What follows belongs to an exercise in optimizing a design on an open flow for small area; a production flow would make more cautious choices.
RTL that was checked went through simulation tests only; none was proved equivalent to the original.

==> willow <==
==> flow/design.v <==
module bullsCows (
    input logic [15:0] guess,
    input logic confirm,
    input logic clock,
    input logic reset,
    output logic [5:0] d1,
    output logic [5:0] d2,
    output logic [5:0] d3,
    output logic [5:0] d4,
    output logic [5:0] d5,
    output logic [5:0] d6,
    output logic [5:0] d7,
    output logic [5:0] d8,
    output logic [7:0] j1_count,
    output logic [7:0] j2_count
  );
  localparam logic [1:0] PS = 2'b00, PG = 2'b01, PD = 2'b10, PF = 2'b11;
  logic [1:0] ph;
  logic pl;
  logic [1:0] dph;
  logic dpl;
  logic [15:0] secret_j1, secret_j2;
  logic [1:0] bulls;
  logic [2:0] cows;
  logic btn_prev, btn_tick;
  always @(posedge clock) begin
    btn_tick <= confirm & ~btn_prev;
    btn_prev <= confirm;
  end
  wire setup = (ph == PS);
  wire guessing = (ph == PG);
  wire [15:0] opb = setup ? guess : (pl ? secret_j1 : secret_j2);
  logic [15:0] eq;
  logic [3:0] bl, cw;
  genvar gi, gj;
  generate
    for (gi = 0; gi < 4; gi++) begin : g_i
      for (gj = 0; gj < 4; gj++) begin : g_j
        assign eq[4*gi+gj] = (guess[4*gi +: 4] == opb[4*gj +: 4]);
      end
      assign bl[gi] = eq[5*gi];
      assign cw[gi] = |(eq[4*gi +: 4] & ~(4'b0001 << gi));
    end
  endgenerate
  wire rep = |cw;
  wire win = &bl;
  wire [1:0] nb = bl[0] + bl[1] + bl[2] + bl[3];
  wire [2:0] nc = cw[0] + cw[1] + cw[2] + cw[3];
  always @(posedge clock) begin
    if (btn_tick) begin
      if (setup && !rep && !pl) secret_j1 <= guess;
      if (setup && !rep && pl) secret_j2 <= guess;
      if (guessing) begin
        bulls <= nb;
        cows <= nc;
      end
    end
  end
  always @(posedge clock, posedge reset) begin
    if (reset) begin
      ph <= PS;
      pl <= 1'b0;
      dph <= PF;
      dpl <= 1'b1;
      j1_count <= 0;
      j2_count <= 0;
    end else begin
      if (setup && btn_tick && rep) begin
        dph <= PF;
        dpl <= 1'b1;
      end else begin
        dph <= ph;
        dpl <= pl;
      end
      if (btn_tick) begin
        case (ph)
          PS: if (!rep) begin
                ph <= pl ? PG : PS;
                pl <= ~pl;
              end
          PG: if (win) begin
                ph <= PF;
                pl <= 1'b0;
                if (pl) j2_count <= j2_count + 1;
                else j1_count <= j1_count + 1;
              end else ph <= PD;
          PD: begin
                ph <= PG;
                pl <= ~pl;
              end
          default: ph <= PS;
        endcase
      end
    end
  end
  wire cT = (dph == PS);
  wire cG = (dph == PG);
  wire cD = (dph == PD);
  wire cF = (dph == PF) & ~dpl;
  wire cB = (dph == PF) & dpl;
  always_comb begin
    d1 = 6'b000000; d2 = 6'b000000; d3 = 6'b000000; d4 = 6'b000000;
    d5 = 6'b000000; d6 = 6'b000000; d7 = 6'b000000; d8 = 6'b000000;
    if (cB) begin
      d1 = 6'b100001; d2 = 6'b100001; d3 = 6'b100001; d4 = 6'b100001;
      d5 = 6'b100001; d6 = 6'b100001; d7 = 6'b100001; d8 = 6'b100001;
    end
    if (cT) begin
      d1 = 6'b111011; d2 = 6'b111001; d3 = 6'b101111; d4 = 6'b111101;
      d5 = 6'b101011; d6 = 6'b000001; d7 = dpl ? 6'b100101 : 6'b100011; d8 = 6'b110111;
    end
    if (cG) begin
      d7 = dpl ? 6'b100101 : 6'b100011; d8 = 6'b110111;
    end
    if (cD) begin
      d1 = 6'b110101; d2 = 6'b111001; d3 = 6'b000000; d4 = {2'b10, cows, 1'b1};
      d5 = 6'b100001; d6 = 6'b101111; d7 = 6'b000000; d8 = {3'b100, bulls, 1'b1};
    end
    if (cF) begin
      d1 = 6'b111101; d2 = 6'b101001; d3 = 6'b111101; d4 = 6'b101011;
      d5 = 6'b110011; d6 = 6'b110011; d7 = 6'b111001; d8 = 6'b110001;
    end
  end
endmodule
==> flow/flow/run.sh <==
#!/bin/bash
# Standard layout, but with the smallest buffer on each input and output port,
# and power recovery (downsizing of non-critical gates) after global routing.
set -euo pipefail
export BUFFER_PORTS_ARGS="-buffer_cell sky130_fd_sc_hd__buf_1"
export RECOVER_POWER=100
bash standard.sh > make_finish.log 2>&1
==> flow/standard.sh <==
#!/bin/bash
# synth_recipe.tcl (not shown) runs the flow's synth.tcl, then flattens the netlist and writes it again
# the make line also repeats each setting of config.mk as NAME=value (left out here)
make -C /OpenROAD-flow-scripts/flow DESIGN_CONFIG=/design/flow/config.mk WORK_HOME=/design/flow/orfs CLKGATE_MAP_FILE= SYNTH_SCRIPT=/design/flow/synth_recipe.tcl "${@:-finish}"
==> flow/config.mk <==
export PLATFORM = sky130hd
export DESIGN_NAME = bullsCows
export DESIGN_NICKNAME = bullsCows
export VERILOG_FILES = /design/flow/design.v
export SDC_FILE = /design/flow/constraint.sdc
export NUM_CORES = 4
export LEC_CHECK = 0
export CAP_MARGIN = 20
export CORE_MARGIN = 2
export CORE_UTILIZATION = 40
export SLEW_MARGIN = 20
==> flow/constraint.sdc <==
create_clock -name core_clock -period 5.0 [get_ports {clock}]
set_input_delay 1.0000 -clock core_clock [delete_from_list [all_inputs] [get_ports {clock}]]
set_output_delay 1.0000 -clock core_clock [all_outputs]
set_load 0.01 [all_outputs]
==> indigo (differences from willow) <==
Settings changed: CORE_UTILIZATION 40 to 70, CTS_BUF_LIST from default to sky130_fd_sc_hd__clkbuf_8.
==> fjord (differences from willow) <==
==> flow/design.v, changed modules only <==
module bullsCows (
    input logic [15:0] guess,
    input logic confirm,
    input logic clock,
    input logic reset,
    output logic [5:0] d1,
    output logic [5:0] d2,
    output logic [5:0] d3,
    output logic [5:0] d4,
    output logic [5:0] d5,
    output logic [5:0] d6,
    output logic [5:0] d7,
    output logic [5:0] d8,
    output logic [7:0] j1_count,
    output logic [7:0] j2_count
  );
  localparam logic [2:0] S1 = 3'd0, S2 = 3'd1, G1 = 3'd2, G2 = 3'd3,
                         D1 = 3'd4, D2 = 3'd5, FM = 3'd6, BL = 3'd7;
  logic [2:0] st, dm;
  logic [15:0] secret_j1, secret_j2;
  logic [1:0] bulls;
  logic [2:0] cows;
  logic btn_prev, btn_tick;
  always @(posedge clock) begin
    btn_tick <= confirm & ~btn_prev;
    btn_prev <= confirm;
  end
  wire setup = (st == S1) | (st == S2);
  logic [15:0] opb;
  always_comb begin
    if (setup) opb = guess;
    else if (st == G1) opb = secret_j2;
    else opb = secret_j1;
  end
  logic [15:0] eq;
  logic [3:0] bl, cw;
  genvar gi, gj;
  generate
    for (gi = 0; gi < 4; gi++) begin : g_i
      for (gj = 0; gj < 4; gj++) begin : g_j
        assign eq[4*gi+gj] = (guess[4*gi +: 4] == opb[4*gj +: 4]);
      end
      assign bl[gi] = eq[5*gi];
      assign cw[gi] = |(eq[4*gi +: 4] & ~(4'b0001 << gi));
    end
  endgenerate
  wire rep = |cw;
  wire win = &bl;
  wire [1:0] nb = bl[0] + bl[1] + bl[2] + bl[3];
  wire [2:0] nc = cw[0] + cw[1] + cw[2] + cw[3];
  always @(posedge clock) begin
    if (btn_tick) begin
      if (st == S1 && !rep) secret_j1 <= guess;
      if (st == S2 && !rep) secret_j2 <= guess;
      if (st == G1 || st == G2) begin
        bulls <= nb;
        cows <= nc;
      end
    end
  end
  always @(posedge clock, posedge reset) begin
    if (reset) begin
      st <= S1;
      dm <= BL;
      j1_count <= 0;
      j2_count <= 0;
    end else begin
      dm <= (setup && btn_tick && rep) ? BL : st;
      if (btn_tick) begin
        case (st)
          S1: if (!rep) st <= S2;
          S2: if (!rep) st <= G1;
          G1: if (win) begin st <= FM; j1_count <= j1_count + 1; end else st <= D1;
          G2: if (win) begin st <= FM; j2_count <= j2_count + 1; end else st <= D2;
          D1: st <= G2;
          D2: st <= G1;
          default: st <= S1;
        endcase
      end
    end
  end
  wire cB = (dm == BL);
  wire cT = (dm == S1) | (dm == S2);
  wire cG = (dm == G1) | (dm == G2);
  wire cD = (dm == D1) | (dm == D2);
  wire cF = (dm == FM);
  wire p = dm[0];
  always_comb begin
    d1 = 6'b000000; d2 = 6'b000000; d3 = 6'b000000; d4 = 6'b000000;
    d5 = 6'b000000; d6 = 6'b000000; d7 = 6'b000000; d8 = 6'b000000;
    if (cB) begin
      d1 = 6'b100001; d2 = 6'b100001; d3 = 6'b100001; d4 = 6'b100001;
      d5 = 6'b100001; d6 = 6'b100001; d7 = 6'b100001; d8 = 6'b100001;
    end
    if (cT) begin
      d1 = 6'b111011; d2 = 6'b111001; d3 = 6'b101111; d4 = 6'b111101;
      d5 = 6'b101011; d6 = 6'b000001; d7 = p ? 6'b100101 : 6'b100011; d8 = 6'b110111;
    end
    if (cG) begin
      d7 = p ? 6'b100101 : 6'b100011; d8 = 6'b110111;
    end
    if (cD) begin
      d1 = 6'b110101; d2 = 6'b111001; d3 = 6'b000000; d4 = {2'b10, cows, 1'b1};
      d5 = 6'b100001; d6 = 6'b101111; d7 = 6'b000000; d8 = {3'b100, bulls, 1'b1};
    end
    if (cF) begin
      d1 = 6'b111101; d2 = 6'b101001; d3 = 6'b111101; d4 = 6'b101011;
      d5 = 6'b110011; d6 = 6'b110011; d7 = 6'b111001; d8 = 6'b110001;
    end
  end
endmodule
==> flow/run.sh (new file) <==
#!/bin/bash
# synth_recipe.tcl (not shown) runs the flow's synth.tcl, then flattens the netlist and writes it again
# the make line also repeats each setting of config.mk as NAME=value (left out here)
make -C /OpenROAD-flow-scripts/flow DESIGN_CONFIG=/design/flow/config.mk WORK_HOME=/design/flow/orfs CLKGATE_MAP_FILE= SYNTH_SCRIPT=/design/flow/synth_recipe.tcl finish
removed: flow/flow/run.sh
removed: flow/standard.sh
==> impl_metrics.toml <==
[run_status]
status = "no timing/DRC/antenna violations"

[placed_design]
place_congestion = 0.851
dp_cells = 570

[yosys]
synth_area_um2 = 4160

[layout]
multi_input_area_um2 = 2040
nNetsFinal = 472

[drt]
dr_wl_met3_um = 680
routedWlPerCell_um = 16.6
viasPerCell = 5.31

[critical_path]
startpoint = "guess[11]"
crit_path_start_kind = "input port"

[grt]
grt_pass1_wl_mm = 15.6
That was fjord.
==> impl_metrics.toml <==
[drt]
routedWlPerCell_um = 14.8

[placed_design]
place_congestion = 1.01
dp_cells = 453

[grt]
grt_pass1_wl_mm = 11.5

[yosys]
synth_area_um2 = 3870

[layout]
nNetsFinal = 419
multi_input_area_um2 = 1740

[critical_path]
crit_path_start_kind = "flip-flop"

[run_status]
status = "no timing/DRC/antenna violations"
That was indigo.
==> impl_metrics.toml <==
[placed_design]
place_congestion = 0.938
dp_cells = 510

[run_status]
status = "no timing/DRC/antenna violations"

[layout]
nNetsFinal = 419
multi_input_area_um2 = 1740

[grt]
grt_pass1_wl_mm = 12.1

[drt]
routedWlPerCell_um = 14.9
viasPerCell = 4.95

[pwr]
clkPwrFrac = 0.185

[critical_path]
startpoint = "ph[1]"
crit_path_start_kind = "flip-flop"

[yosys]
synth_area_um2 = 3870
That was willow.
Only the layout flow was run in willow and indigo; the RTL was not checked for function there.

==> port drivers added, routing unchanged <==
Ports are ideal in the flow. The routed layouts listed here were re-timed in OpenROAD. Step 1, drivers: a clkbuf_16 drives clock and a buf_2 each remaining input, both assumed. Step 2 adds t to the input delays and takes it off the output delays; t is the mean of the earliest and latest rising clock arrival at the registers after step 1. Input paths then give back, and output paths get back, about the clock's delay inside the block. Slacks: no drivers / after step 1 / after step 2; pairs: no drivers / after step 1.
run | t, ns | setup WS [ns] | clock arrival spread, ns | slew at the worst register clock pin (ns)
willow | 0.360 | 1.045 / 1.045 / 1.045 | 0.011 / 0.011 | 0.07 / 0.07
indigo | 0.365 | 1.095 / 1.095 / 1.095 | 0.011 / 0.011 | 0.07 / 0.07
fjord | 0.377 | 0.855 / 0.864 / 0.487 | 0.012 / 0.013 | 0.08 / 0.08
After both steps setup and hold are still met in every run listed. For fjord, which loses most, drivers alone change the setup slack by +0.009 ns; drivers and shift together by -0.368 ns.
